This is an optimization exercise on Yosys and OpenROAD, whose aim is small area, not a production implementation. In this exercise RTL edits were held to simulation tests only and were not proved equivalent to the original. No driver is modelled on the clock port, so clock power and skew are understated where the tree is cut down; a real chip needs a root buffer or a tree. Power figures rest on the tool's default switching activity, not on a simulated workload.

==> inputs of run a <==
// FIR
module FIR(
	input				clk,
	input				rst_n,
	input				clk_en,
	input  [15:0]	filter_in,
	output [15:0]	filter_out
);
reg [15:0] d0, d1, d2, d3, d4, d5, d6, d7, d8, d9;
reg [15:0] out;
reg clr;    
always @(posedge clk or negedge rst_n) begin
	if (!rst_n) clr <= 1'b1;
	else        clr <= 1'b0;
end
wire ld   = clk_en & ~clr;
wire hold = ~clk_en & ~clr;
wire nld  = ~ld;
wire s1, c2; ha us1 (.a(d1[0]), .b(d9[0]), .s(s1), .co(c2));
wire s3, c4; ha us3 (.a(d1[1]), .b(d9[1]), .s(s3), .co(c4));
wire s5, c6; ha us5 (.a(d1[2]), .b(d9[2]), .s(s5), .co(c6));
wire s7, c8; ha us7 (.a(d1[3]), .b(d9[3]), .s(s7), .co(c8));
wire s9, c10; ha us9 (.a(d1[4]), .b(d9[4]), .s(s9), .co(c10));
wire s11, c12; ha us11 (.a(d1[5]), .b(d9[5]), .s(s11), .co(c12));
wire s13, c14; ha us13 (.a(d1[6]), .b(d9[6]), .s(s13), .co(c14));
wire s15, c16; ha us15 (.a(d1[7]), .b(d9[7]), .s(s15), .co(c16));
wire s17, c18; ha us17 (.a(d1[8]), .b(d9[8]), .s(s17), .co(c18));
wire s19, c20; ha us19 (.a(d1[9]), .b(d9[9]), .s(s19), .co(c20));
wire s21, c22; ha us21 (.a(d1[10]), .b(d9[10]), .s(s21), .co(c22));
wire s23, c24; ha us23 (.a(d1[11]), .b(d9[11]), .s(s23), .co(c24));
wire s25, c26; ha us25 (.a(d1[12]), .b(d9[12]), .s(s25), .co(c26));
wire s27, c28; ha us27 (.a(d1[13]), .b(d9[13]), .s(s27), .co(c28));
wire s29, c30; ha us29 (.a(d1[14]), .b(d9[14]), .s(s29), .co(c30));
wire s31, c32; ha us31 (.a(d1[15]), .b(d9[15]), .s(s31), .co(c32));
wire p0_g33 = c4 | (s3 & c2);
wire p0_g34 = c8 | (s7 & c6);
wire p0_p35 = s7 & s5;
wire p0_g36 = c12 | (s11 & c10);
wire p0_p37 = s11 & s9;
wire p0_g38 = c16 | (s15 & c14);
wire p0_p39 = s15 & s13;
wire p0_g40 = c20 | (s19 & c18);
wire p0_p41 = s19 & s17;
wire p0_g42 = c24 | (s23 & c22);
wire p0_p43 = s23 & s21;
wire p0_g44 = c28 | (s27 & c26);
wire p0_p45 = s27 & s25;
  ...
clock: 6.0 ns
lec_check: 0
cap_margin: 20
core_margin: 2
core_utilization: 50
hold_slack_margin: 0.1
slew_margin: 20
synth_hierarchical: 1
standard.sh (not shown) runs the stock make flow with config.mk's settings and CLKGATE_MAP_FILE= SYNTH_SCRIPT=/design/flow/synth_recipe.tcl, a recipe that flattens the netlist after the stock synthesis.
==> flow/flow/run.sh <==
#!/bin/bash
# Layout: the standard ORFS flow (standard.sh), with these changes passed to ORFS
# through its own variables and step hooks:
#  - the ports are buffered with the smallest buffer (buf_1) instead of the flow's default;
#  - clock tree synthesis uses clkbuf_8 buffers and inserts no dummy loads;
#  - useful skew: the output registers out[*] are clocked from the root of the clock tree
#    through a chain of delay cells (flow/skew_cts.tcl, after clock tree synthesis), which
#    gives the paths from the delay line into them more time; before clock tree synthesis
#    the same skew is given to the timing-driven steps as ideal clock latency
#    (flow/skew_pre.tcl).  The paths from out[*] to the ports have ample slack.
# The full output of the flow goes to flow.log in this folder; ORFS keeps each step's log
# under orfs/logs/.
set -euo pipefail
HERE=$(pwd)
export BUFFER_PORTS_ARGS="-buffer_cell sky130_fd_sc_hd__buf_1"
export CTS_ARGS="-sink_clustering_enable -repair_clock_nets -buf_list sky130_fd_sc_hd__clkbuf_8 -dont_use_dummy_load"
export SKEW_CHAIN="dlygate4sd3_1 dlygate4sd3_1 dlygate4sd1_1 clkbuf_8"
export SKEW_SEL_NDLY=1
export SKEW_IDEAL_NS=1.4
export PRE_FLOORPLAN_TCL=$HERE/flow/skew_pre.tcl
export POST_CTS_TCL=$HERE/flow/skew_cts.tcl
export SKIP_CTS_REPAIR_TIMING=1
bash standard.sh > flow.log 2>&1
==> flow/flow/skew_pre.tcl <==
# Hook before floorplanning: the output registers will be clocked late (see skew_cts.tcl);
# tell the timing-driven steps before clock tree synthesis about it as ideal clock latency.
set skew_pins {}
foreach inst [get_cells *] {
  set ref [get_property $inst ref_name]
  if { [string match "out*" [get_property $inst name]] && [string match "sky130_fd_sc_hd__df*" $ref] } {
    lappend skew_pins [get_pins -of_objects $inst -filter "name == CLK"]
  }
}
puts "skew: [llength $skew_pins] output registers get ideal clock latency $::env(SKEW_IDEAL_NS) ns"
set_clock_latency $::env(SKEW_IDEAL_NS) $skew_pins
Other scripts of this flow, unchanged in this note and not shown: flow/flow/skew_cts.tcl
==> run b: changes against run a <==
--- a/flow/flow/run.sh
+++ b/flow/flow/run.sh
@@ -14,9 +14,9 @@
 HERE=$(pwd)
 export BUFFER_PORTS_ARGS="-buffer_cell sky130_fd_sc_hd__buf_1"
 export CTS_ARGS="-sink_clustering_enable -repair_clock_nets -buf_list sky130_fd_sc_hd__clkbuf_8 -dont_use_dummy_load"
-export SKEW_CHAIN="dlygate4sd3_1 dlygate4sd3_1 dlygate4sd1_1 clkbuf_8"
+export SKEW_CHAIN="dlygate4sd3_1 dlygate4sd3_1 dlygate4sd1_1 dlygate4sd1_1 clkbuf_8"
 export SKEW_SEL_NDLY=1
-export SKEW_IDEAL_NS=1.4
+export SKEW_IDEAL_NS=1.65
 export PRE_FLOORPLAN_TCL=$HERE/flow/skew_pre.tcl
 export POST_CTS_TCL=$HERE/flow/skew_cts.tcl
 export SKIP_CTS_REPAIR_TIMING=1
==> notes.md <==
| item | run b | run a |
|---|---|---|
| Via count of the first global-routing pass | 8095 | 8120 |
| Combinational-cell power consumption | 0.000756 W | 0.000761 W |
| Largest net degree at the start of global routing | 85 | 84 |
| Post-route cell area | 13200 µm² | 13100 µm² |
| Routed length on met3 | 521 µm | 511 µm |
| Starting DRT DRC Count | 362 | 404 |
| Cells on Worst Hold Path | 8 | 7 |
| Sequential Power Share | 46.9% | 47.3% |
| Max-slew headroom | 36.6% | 39.8% |
| Arrival time worst endpoint | 7.45 ns | 7.38 ns |
| Part of the total power dissipated in combinational logic | 28.0% | 28.4% |
| Fraction of the core area covered by cells at the end of the flow | 55.7% | 55.4% |
| Global-route track usage on met3 | 3.14% | 2.99% |
| Clk power | 0.000678 W | 0.000653 W |
| Final total power | 0.00270 W | 0.00268 W |
| Endpoint, Worst Hold | out[11] | out[12] |
| Period Utilization, post-route | 92.9% | 95.1% |
| Count of placed standard cells including taps | 1365 | 1368 |
| Internal | 0.00186 W | 0.00184 W |
| Met2 wire len | 12.9 mm | 12.8 mm |
| Result of the run | no timing/DRC/antenna violations | no timing/DRC/antenna violations |
| Area used by multi-input combinational logic | 8360 µm² | 8360 µm² |
| Routability cong. | 0.827 | 0.835 |
| Fraction of area in multi-input gates | 63.6% | 63.8% |
| Overall routed net length | 25.2 mm | 25.6 mm |
| Clock network power share | 25.1% | 24.4% |

==> afterwards: timing with drivers on the ports <==
The results above use ideal ports. As a check the final layouts listed here were re-extracted and re-timed, cells and wires unchanged.
Step 1 assumes that a clkbuf_16 drives the clock port and a buf_2 every other input.
Step 2, shift: input delay + t, output delay - t, t = (earliest + latest rising clock arrival at the registers) / 2. This alone moves slack from input paths to output paths.
Three values: ideal, step 1, step 2; two values: the first two.
run | shift t [ns] | setup WS [ns] | hold WS [ns] | clock arrival spread, ns | slew at the worst register clock pin (ns) | pins driven straight from the clock port
run a | 1.139 | 0.297 / 0.297 / 0.297 | 0.119 / 0.119 / 0.119 | 1.343 / 1.343 | 0.11 / 0.11 | 1
run b | 1.235 | 0.428 / 0.428 / 0.428 | 0.184 / 0.184 / 0.184 | 1.552 / 1.552 | 0.11 / 0.11 | 1
Clock arrivals are far apart in run a and run b, so t is only a midpoint there and step 2 fits no single register.
